From an optimization exercise on the open Yosys and OpenROAD flow, aimed at small area; shortcuts taken in it are not production practice.
Function was checked by simulation only, so behaviour that the tests miss may differ from the original.
Power and IR drop assume default switching activity.

`design/flow/design.v`:
```
module CRC_chk (
    input wire reset
    ,input wire clk
    ,input wire [7:0] CRC_data_in
    ,input wire CRC_init
    ,input wire CRC_en
    ,output reg [31:0] CRC_data_out
    ,output wire CRC_ok
);
function[31:0]  NextCRC;
    input[7:0]      D;
    input[31:0]     C;
    reg[31:0]       NewCRC;
    begin
    NewCRC[0]=C[24]^C[30]^D[1]^D[7];
    NewCRC[1]=C[25]^C[31]^D[0]^D[6]^C[24]^C[30]^D[1]^D[7];
    NewCRC[2]=C[26]^D[5]^C[25]^C[31]^D[0]^D[6]^C[24]^C[30]^D[1]^D[7];
    NewCRC[3]=C[27]^D[4]^C[26]^D[5]^C[25]^C[31]^D[0]^D[6];
    NewCRC[4]=C[28]^D[3]^C[27]^D[4]^C[26]^D[5]^C[24]^C[30]^D[1]^D[7];
    NewCRC[5]=C[29]^D[2]^C[28]^D[3]^C[27]^D[4]^C[25]^C[31]^D[0]^D[6]^C[24]^C[30]^D[1]^D[7];
    NewCRC[6]=C[30]^D[1]^C[29]^D[2]^C[28]^D[3]^C[26]^D[5]^C[25]^C[31]^D[0]^D[6];
    NewCRC[7]=C[31]^D[0]^C[29]^D[2]^C[27]^D[4]^C[26]^D[5]^C[24]^D[7];
    NewCRC[8]=C[0]^C[28]^D[3]^C[27]^D[4]^C[25]^D[6]^C[24]^D[7];
    NewCRC[9]=C[1]^C[29]^D[2]^C[28]^D[3]^C[26]^D[5]^C[25]^D[6];
    NewCRC[10]=C[2]^C[29]^D[2]^C[27]^D[4]^C[26]^D[5]^C[24]^D[7];
    NewCRC[11]=C[3]^C[28]^D[3]^C[27]^D[4]^C[25]^D[6]^C[24]^D[7];
    NewCRC[12]=C[4]^C[29]^D[2]^C[28]^D[3]^C[26]^D[5]^C[25]^D[6]^C[24]^C[30]^D[1]^D[7];
    NewCRC[13]=C[5]^C[30]^D[1]^C[29]^D[2]^C[27]^D[4]^C[26]^D[5]^C[25]^C[31]^D[0]^D[6];
    NewCRC[14]=C[6]^C[31]^D[0]^C[30]^D[1]^C[28]^D[3]^C[27]^D[4]^C[26]^D[5];
    NewCRC[15]=C[7]^C[31]^D[0]^C[29]^D[2]^C[28]^D[3]^C[27]^D[4];
    NewCRC[16]=C[8]^C[29]^D[2]^C[28]^D[3]^C[24]^D[7];
    NewCRC[17]=C[9]^C[30]^D[1]^C[29]^D[2]^C[25]^D[6];
    NewCRC[18]=C[10]^C[31]^D[0]^C[30]^D[1]^C[26]^D[5];
    NewCRC[19]=C[11]^C[31]^D[0]^C[27]^D[4];
    NewCRC[20]=C[12]^C[28]^D[3];
    NewCRC[21]=C[13]^C[29]^D[2];
    NewCRC[22]=C[14]^C[24]^D[7];
    NewCRC[23]=C[15]^C[25]^D[6]^C[24]^C[30]^D[1]^D[7];
    NewCRC[24]=C[16]^C[26]^D[5]^C[25]^C[31]^D[0]^D[6];
    NewCRC[25]=C[17]^C[27]^D[4]^C[26]^D[5];
    NewCRC[26]=C[18]^C[28]^D[3]^C[27]^D[4]^C[24]^C[30]^D[1]^D[7];
    NewCRC[27]=C[19]^C[29]^D[2]^C[28]^D[3]^C[25]^C[31]^D[0]^D[6];
    NewCRC[28]=C[20]^C[30]^D[1]^C[29]^D[2]^C[26]^D[5];
    NewCRC[29]=C[21]^C[31]^D[0]^C[30]^D[1]^C[27]^D[4];
    NewCRC[30]=C[22]^C[31]^D[0]^C[28]^D[3];
    NewCRC[31]=C[23]^C[29]^D[2];
    NextCRC=NewCRC;
    end
endfunction
always @ (posedge clk)
    if (reset)
        CRC_data_out <=32'hffffffff;
    else if (CRC_init)
        CRC_data_out <=32'hffffffff;
    else if (CRC_en)
        CRC_data_out <=NextCRC(CRC_data_in, CRC_data_out);
assign CRC_ok = &(CRC_data_out[31:0] == 32'hc704dd7b);
endmodule
module GMII_MAC_RX #
(    
    parameter [31:0] ip1 = {8'd192, 8'd168, 8'd0, 8'd1},
    parameter [31:0] ip2 = {8'd192, 8'd168, 8'd0, 8'd2},
    parameter [31:0] ip3 = {8'd192, 8'd168, 8'd0, 8'd3},
    parameter [31:0] ip4 = {8'd192, 8'd168, 8'd1, 8'd102},
    parameter [31:0] ip5 = {8'd192, 8'd168, 8'd0, 8'd5}
) (
    input wire reset
    ,input wire rx_clk          
    ,input wire [7:0] rxd      
    ,input wire rxdv           
    ,input wire rxer           
    ,output wire [7:0] data_out
    ,output wire IP_is_matched
    ,output reg error
    ,output reg CRC_ok
);
localparam [47:0] MAC_DST = 48'h38_6b_1c_1d_f5_65;
localparam [47:0] MAC_SRC = 48'hFF_FF_FF_11_11_11;
localparam [3:0]   
    SM_IDLE      = 4'd0,
    SM_PRMBL_RDY = 4'd1,
    SM_SFD       = 4'd2,
    SM_HEAD_MAC  = 4'd3,
    SM_FR_TYPE   = 4'd4,
    SM_PAYLOAD   = 4'd5,
    SM_CRC       = 4'd6,
    SM_IPG       = 4'd7,
    SM_ERROR     = 4'd8,
    SM_FR_VLAN   = 4'd9,
    SM_IP_DEST   = 4'd10
;
localparam [7:0]
    PREAMBLE = 8'h55,
    START_FRAME_DELIMITER = 8'h5d
;
localparam [15:0]
    IPV4 = 16'h08_00,
    VLAN_TAG = 16'h81_00
;
assign data_out = rxd;
reg [3:0] fsm_rcvr, fsm_rcvr_next;
reg [3:0] preamble_cntr;     
reg [3:0] header_cntr;       
reg [3:0] vlan_tags_cntr;    
reg [10:0] payload_cntr;
reg [95:0] mac_src_dst;      
reg [15:0] frame_type;
reg frame_start, frame_end;
reg [63:0] ip_src_dst_r;     
wire MAC_is_correct;
wire [47:0] MAC_src_w, MAC_dst_w;
assign MAC_src_w = mac_src_dst[95:48];
assign MAC_dst_w = mac_src_dst[47:0];
assign MAC_is_correct = (MAC_DST == MAC_dst_w) ? 1'b1 : 1'b0;
wire [31:0] ip_dest, ip_src;
assign ip_src = ip_src_dst_r[63:32];
assign ip_dest = ip_src_dst_r[31:0];
wire ip1_match, ip2_match, ip3_match, ip4_match, ip5_match;
assign ip1_match = (ip1 == ip_dest) ? 1'b1: 1'b0;
assign ip2_match = (ip2 == ip_dest) ? 1'b1: 1'b0;
assign ip3_match = (ip3 == ip_dest) ? 1'b1: 1'b0;
assign ip4_match = (ip4 == ip_dest) ? 1'b1: 1'b0;
assign ip5_match = (ip5 == ip_dest) ? 1'b1: 1'b0;
assign IP_is_matched = ip1_match || ip2_match || ip3_match || ip4_match || ip5_match;
localparam PAYLOAD_MAX = 1500;
wire [5:0] Payload_min;
assign Payload_min = (vlan_tags_cntr == 0) ? 46 :
                     (vlan_tags_cntr == 1) ? 42 :
                     (vlan_tags_cntr == 2) ? 38 :
                     34;        
reg [31:0] CRC_received_r;
reg rCRC_init, rCRC_en;
wire [31:0] wCRC_32;
wire wCRC_ok;
wire wCRC_shift_ok;
reg [2:0] wCRC_ok_shift;
always @(posedge rx_clk) begin
    if (reset)
        wCRC_ok_shift <= 0;
    else begin
        wCRC_ok_shift[0] <= wCRC_ok;
        wCRC_ok_shift[1] <= wCRC_ok_shift[0];
        wCRC_ok_shift[2] <= wCRC_ok_shift[1];
    end
end
assign  wCRC_shift_ok = |wCRC_ok_shift;
always @(posedge rx_clk) begin : Reseiver_FSM_first
    if (reset)
        fsm_rcvr <= SM_IDLE;
    else
        fsm_rcvr <= fsm_rcvr_next;
end  
always @(*) begin : Reseiver_FSM_second
    fsm_rcvr_next = SM_IDLE;
    case (fsm_rcvr)
        SM_IDLE :
            if (rxer) fsm_rcvr_next = SM_ERROR;
            else if (preamble_cntr >= 7) fsm_rcvr_next = SM_PRMBL_RDY;
            else fsm_rcvr_next = SM_IDLE;
        SM_PRMBL_RDY :
            if (rxer) fsm_rcvr_next = SM_ERROR;
            else if (rxd != PREAMBLE) fsm_rcvr_next = SM_IDLE;
            else if (rxdv) fsm_rcvr_next = SM_SFD;
            else fsm_rcvr_next = SM_PRMBL_RDY;
        SM_SFD :
            if (rxer) fsm_rcvr_next = SM_ERROR;
            else if (!rxdv) fsm_rcvr_next = SM_ERROR;
            else if (rxd == PREAMBLE) fsm_rcvr_next = SM_SFD;
            else if (rxd == START_FRAME_DELIMITER) fsm_rcvr_next = SM_HEAD_MAC;
            else fsm_rcvr_next = SM_IDLE;
        SM_HEAD_MAC :
            if (rxer) fsm_rcvr_next = SM_ERROR;
            else if (!rxdv) fsm_rcvr_next = SM_ERROR;
            else if (header_cntr >= 13) fsm_rcvr_next = SM_FR_TYPE;
            else fsm_rcvr_next = SM_HEAD_MAC;
        SM_FR_TYPE :
            if (rxer) fsm_rcvr_next = SM_ERROR;
            else if (!rxdv) fsm_rcvr_next = SM_ERROR;
            else if (preamble_cntr >= 2)  begin
                if (frame_type == VLAN_TAG) fsm_rcvr_next = SM_FR_VLAN;
                else fsm_rcvr_next = SM_PAYLOAD;  
            end
            else fsm_rcvr_next = SM_FR_TYPE;
        SM_FR_VLAN :
            if (rxer) fsm_rcvr_next = SM_ERROR;
            else if (!rxdv) fsm_rcvr_next = SM_ERROR;
            else if (header_cntr >= 2) fsm_rcvr_next = SM_FR_TYPE;
            else fsm_rcvr_next = SM_FR_VLAN;
        SM_PAYLOAD :
            if (rxer) fsm_rcvr_next = SM_ERROR;
            else if (payload_cntr == 12) fsm_rcvr_next = SM_IP_DEST;
            else if (payload_cntr >= PAYLOAD_MAX) fsm_rcvr_next = SM_ERROR;
            else if (!rxdv)
                if (payload_cntr <= Payload_min)
                    fsm_rcvr_next = SM_ERROR;
                else fsm_rcvr_next = SM_CRC;
            else fsm_rcvr_next = SM_PAYLOAD;
        SM_IP_DEST :
            if (rxer) fsm_rcvr_next = SM_ERROR;
            else if (!rxdv) fsm_rcvr_next = SM_ERROR;
            else if (payload_cntr == 20) fsm_rcvr_next = SM_PAYLOAD;
            else fsm_rcvr_next = SM_IP_DEST;
        SM_CRC :
            if (rxer) fsm_rcvr_next = SM_ERROR;
            else if (!wCRC_shift_ok) fsm_rcvr_next = SM_ERROR;
            else fsm_rcvr_next = SM_IPG;
        SM_ERROR :
            fsm_rcvr_next = SM_IPG;
        SM_IPG :
            fsm_rcvr_next = SM_IDLE;
        default :
            fsm_rcvr_next = SM_IDLE;
    endcase
end  
always @(posedge rx_clk) begin : Reseiver_FSM_third
    if (reset) begin
        CRC_received_r <= 32'hFFFFFFFF;
        preamble_cntr <= 4'h0;
        payload_cntr <= 11'b0;
        header_cntr <= 4'h0;
        frame_start <= 1'b0;
        frame_end <= 1'b0;
        frame_type <= 16'h0;
        mac_src_dst <= 96'h0;
        ip_src_dst_r <= 64'b0;
        vlan_tags_cntr <= 4'b0;
        error <= 1'b0;
        rCRC_init <= 1'b1;
        rCRC_en <= 1'b0;
        CRC_ok <= 1'b0;
    end
    else begin
        CRC_received_r <= { CRC_received_r[23:0], rxd };
        preamble_cntr <= 4'h0;
        payload_cntr <= 11'b0;
        header_cntr <= 4'h0;
        frame_start <= 1'b0;
        frame_end <= 1'b0;
        rCRC_init <= 1'b0;
        rCRC_en <= 1'b0;
        case (fsm_rcvr_next)     
            SM_IDLE : begin
                rCRC_init <= 1'b1;
                vlan_tags_cntr <= 4'b0;
                if (rxd == PREAMBLE) preamble_cntr <= preamble_cntr + 1'b1;
                else preamble_cntr <= 4'b0;
            end
            SM_PRMBL_RDY : begin
                CRC_ok <= 1'b0;
                error <= 0;
                if (rxd == PREAMBLE) preamble_cntr <= preamble_cntr;
                else preamble_cntr <= 4'b0;
            end
            SM_SFD : begin
                if (rxd == START_FRAME_DELIMITER) begin
                    frame_start <= 1'b1;
                    rCRC_en <= 1'b1;
                end
            end
            SM_HEAD_MAC : begin
                rCRC_en <= 1'b1;
                header_cntr <= header_cntr + 1'b1;
                mac_src_dst <= {mac_src_dst[88:0], rxd};
            end
            SM_FR_TYPE : begin
                rCRC_en <= 1'b1;
                preamble_cntr <= preamble_cntr + 1'b1;
                frame_type <= {frame_type[7:0], rxd};
            end
            SM_FR_VLAN : begin
                rCRC_en <= 1'b1;
                header_cntr <= header_cntr + 1'b1;
                if (header_cntr == 1)
                    vlan_tags_cntr <= vlan_tags_cntr +1'b1;
            end
            SM_PAYLOAD : begin
                rCRC_en <= 1'b1;
                payload_cntr <= payload_cntr + 1'b1;
            end
            SM_IP_DEST : begin
                rCRC_en <= 1'b1;
                payload_cntr <= payload_cntr + 1'b1;
                ip_src_dst_r <= {ip_src_dst_r[55:0], rxd};
            end
            SM_CRC : begin
                rCRC_en <= 1'b0;
                frame_end <= 1'b1;
            end
            SM_IPG : begin
                if (wCRC_shift_ok == 1'b1) CRC_ok <= 1'b1;
            end
            SM_ERROR : begin
                frame_end <= 1'b1;
                error <= 1'b1;
            end
        endcase
    end
end  
CRC_chk CRC_chk_inst (
    .reset          (reset),
    .clk            (rx_clk),
    .CRC_data_in    (rxd),
    .CRC_init       (rCRC_init),
    .CRC_en         (rCRC_en),
    .CRC_data_out   (wCRC_32),
    .CRC_ok        (wCRC_ok)
);
endmodule
```
`design/flow/run.sh`:
```
#!/bin/bash
# synth_recipe.tcl (not shown) runs the flow's synth.tcl, then flattens the netlist and writes it again
# the make line also repeats each setting of config.mk as NAME=value (left out here)
make -C /OpenROAD-flow-scripts/flow DESIGN_CONFIG=/design/flow/config.mk WORK_HOME=/design/flow/orfs CLKGATE_MAP_FILE= SYNTH_SCRIPT=/design/flow/synth_recipe.tcl finish
```
`design/flow/constraint.sdc`:
```
create_clock -name core_clock -period 8.0 [get_ports {rx_clk}]
set_input_delay 1.6000 -clock core_clock [delete_from_list [all_inputs] [get_ports {rx_clk}]]
set_output_delay 1.6000 -clock core_clock [all_outputs]
set_load 0.01 [all_outputs]
```
`design/flow/config.mk`:
```
export PLATFORM = sky130hd
export DESIGN_NAME = GMII_MAC_RX
export DESIGN_NICKNAME = GMII_MAC_RX
export VERILOG_FILES = /design/flow/design.v
export SDC_FILE = /design/flow/constraint.sdc
export NUM_CORES = 4
export LEC_CHECK = 0
export CAP_MARGIN = 20
export CORE_MARGIN = 2
export CORE_UTILIZATION = 40
export SLEW_MARGIN = 20
```
==> notes.md <==
layer usage:
layer  global-route usage [%]  vias to the layer above
met1                     23.8                     2169
met3                     4.79                       16
met5                        0                        -
li1                         -                     2338
met2                     27.5                       98
met4                     5.88                        0
cell type report:
class	count	area [um2]	area share (%)
multi-input cells	503	3370	50.0
flip-flops and latches	114	2280	33.8
clock buffers	20	467	6.92
repair buffers	26	245	3.63
well taps	184	230	3.41
clock inverters	12	108	1.59
inverters	11	41.3	0.612
power by group through the flow:
stage               registers [mW]  clock network [mW]  logic (mW)
global route                 0.615               0.767       0.255
detailed placement           0.623                   0       0.229
floorplan                    0.605                   0       0.195
finish                       0.611               0.727       0.232
global placement             0.623                   0       0.230
CTS                          0.611               0.739       0.232
sequential cells by signal, indices dropped and copies added (netlist names), 3 cells and up:
register and count:
fsm_rcvr 4, header_cntr 4, frame_type 16, payload_cntr 11
preamble_cntr 4, CRC_chk_inst.CRC_data_out 32, ip_src_dst_r 32, wCRC_ok_shift 3
vlan_tags_cntr 4
how the worst min path moves through the flow:
stage	cells after the start	to	start
after floorplan	2	CRC_chk_inst.CRC_data_out[18]	rCRC_init
after detailed placement	2	error	error
after global placement	2	error	error
final	2	error	error
after global routing	1	wCRC_ok_shift[1]	wCRC_ok_shift[0]
after CTS	2	error	error
synth_stat cells (all sizes together), types with 3 or more instances:
master and instances:
dfxtp 114, nand2 74, nor2 70, xnor2 63, mux2i 52, o21ai 37
nor3 24, xor2 24, clkbuf 19, buf 18, nand3 17, a21oi 15
ha 14, inv 11, nor2b 11, nor4 9, nand4 8, nand2b 7
a211oi 6, or4 6, nor3b 5, a31o 4, and4b 4, nor4bb 4
or4b 4, a21boi 3, and3 3, nand4bb 3, o211ai 3, o21bai 3
worst max-delay path: cells and delay by family:
kind            cells  cell delay (ns)
buf+inv             2             1.13
simple gates        3             0.51
compound gates      4             1.58
logic make-up (layout without fill, tap and decap cells):
kind of cell    after synthesis  in the layout
xor+xnor                     87             87
fa+ha+maj                    14             14
compound gates               92             92
flops                       114            114
buf+inv                      48             69
mux                          52             52
simple gates                258            258
per-stage QoR:
stage / setup WS, ns / hold slack [ns]
after global placement: 3.16 / 0.449
final: 3.43 / 0.457
after floorplan: 4.15 / 0.430
after detailed placement: 3.01 / 0.450
after CTS: 3.42 / 0.458
after global routing: 3.10 / 0.483
cell usage in the layout (no fill, tap or decap), types with 6 or more instances in the layout:
cell and count:
dfxtp_1 113, nand2_1 74, nor2_1 69, xnor2_1 63, mux2i_1 52, xor2_1 24
nor3_1 24, o21ai_0 23, clkdlybuf4s50_1 21, nand3_1 17, clkbuf_16 17, a21oi_1 15
o21ai_1 14, ha_1 14, inv_1 11, nor2b_1 11, nor4_1 9, nand4_1 8
nand2b_1 7, a211oi_1 6, clkinvlp_4 6
==> notes.md <==
clock-pin slew on the worst setup and hold paths - 0.05 ns
fin nets - 699
Final ANT Viol Nets - 0
CTS resizes - 0
Overflow after GRT - 0
routed len/inst - 15.3 um
initial antenna violation count - 0
simple-gate share of the synthesized area - 22.1%
Pleak - 2.52 nW
Via-to-Cell Ratio - 5.31
R2R Path End - payload_cntr[2]
part of the power in registers - 38.9%
final total power - 1.57 mW
full die area - 15700 um2
drt initial violations - 365
main combinational cell family by area after synthesis - simple AND/OR/NAND/NOR gates
Synth area leaders - dfxtp_1 39%, xnor2_1 9.4%, mux2i_1 8.9%
Max Cap Violations - 0
Post-Syn Instances - 665
DP HPWL - 9200 um
fraction of power consumed by the clock network - 46.3%
Setup crit end - payload_cntr[2]
Die H - 125 um
Post-synth ARST share - 0%
Int Pwr - 1.14 mW
CP most frequent cell - nor3_1
Setup CP Type - input pin to flip-flop
critical path's slowest cell - a21boi_1
maximum clock insertion buffer count - 2
RR Startpoint - payload_cntr[0]
clock latency on the worst-skew pair - 0.42 ns
run status - timing/DRC/antenna clean
Sw Ratio - 27.6%
sequential fraction of the synthesis area - 38.8%
Port-buffer cells - 22
post-synthesis mux area share - 8.86%
CP Data Required Time - 8.26 ns
Post-Syn Area - 5880 um2
Top Layer Used - met4
critical path fanouts, max - 33
fin crit share - 57.1%
Worst-Margin Slew - 0.998 ns
share of cells above drive strength 1 - 7.00%
Crit. End Element - flip-flop
Die Width - 125 um
power density cells - 233 nW/um2
Row Count - 44
total core area - 14400 um2
hold_buf cts - 0
Period minus WS final - 4.57 ns
met3 wire length - 545 um
setup TNS - 0 ns
count of different cell masters after synthesis - 61
Clock Sinks - 114
antenna cells - 0
Post-synth EDFFs - 0
CTS Buf Count - 17
Worst Setup SP - rxer
Worst setup SP type - input pin
IO Pins - 23
Worst Hold Class - flip-flop to flip-flop
slowest stage delay, CP - 0.77 ns
DRC viols - 0
XOR/XNOR Fraction of Synth Area - 13.0%
YS warnings - 2
Psw - 0.433 mW
Avg Inst Size Synth - 8.84 um2
Post-Route Skew - 0.0111 ns
FF-to-FF path depth - 10
largest net degree at the start of global routing - 83
Final Instance Area - 6750 um2
Post-Place Cell Area - 6170 um2
Synth top area share - 38.8%
Cell Count, Final, Fillers Out - 870
Starting Density - 40.7%
global-route wire length before repair - 22400 um
maximum VDD drop - 0.149 mV
final setup fails - 0
Vias - 4621
All-Layer GR Usage - 17.6%
area fraction in compound gates after synthesis - 10.5%
vias in the first global route - 4387
Primary FF master, synth - dfxtp_1
Area Overhead vs Synth - 14.9%
Root Driver - clkbuf_16
TritonCTS clock tree - built
met2 WL post-DR - 6150 um
DR pass1 iterations - 5
Placer Congestion - 0.919
crit path DAT - 4.83 ns
Rel. slew slack - 33.0%
met1 WL - 6460 um
Placed Cells incl. Taps - 838
crit-path cells - clkdlybuf4s50_1, nand2b_1, nor3_1, a222oi_1, o211a_1, a21o_1, buf_4, a21boi_1, nor3_1
combinational power share - 14.8%
RSZ-0062 raised after global routing - no
htree depth - 4
post-synth top area cell - dfxtp_1
post-CTS setup buffers - 0
r2r setup slk - 4.37 ns
post-synthesis register bit count - 114
Adder-Cell Fraction of Synth Area - 2.98%
# fillers - 1401
total wire length - 13300 um
post-route core utilization - 46.8%
Peak Freq - 219 MHz
Syn Nets - 691
Hold Vio Cnt, Final - 0
fin. max-slew vios - 0

re-timing with driven ports:
In the flow no input, the clock included, has a driving cell. The finished layout below was timed again as built, in two steps.
Step 1, drivers: a clkbuf_16 drives rx_clk and a buf_2 each remaining input, both assumed.
Step 2, shift: input delay + t, output delay - t, t = (earliest + latest rising clock arrival at the registers) / 2. This alone moves slack from input paths to output paths.
a / b / c = no drivers / after step 1 / after step 2; a / b = the first two.
shift t [ns]: 0.459
setup WS [ns]: 3.429 / 3.409 / 2.988
worst hold slack (ns): 0.457 / 0.457 / 0.457
clock arrival spread, ns: 0.011 / 0.012
After both steps setup and hold are still met in this run. For this run, drivers alone change the setup slack by -0.020 ns; drivers and shift together by -0.441 ns.
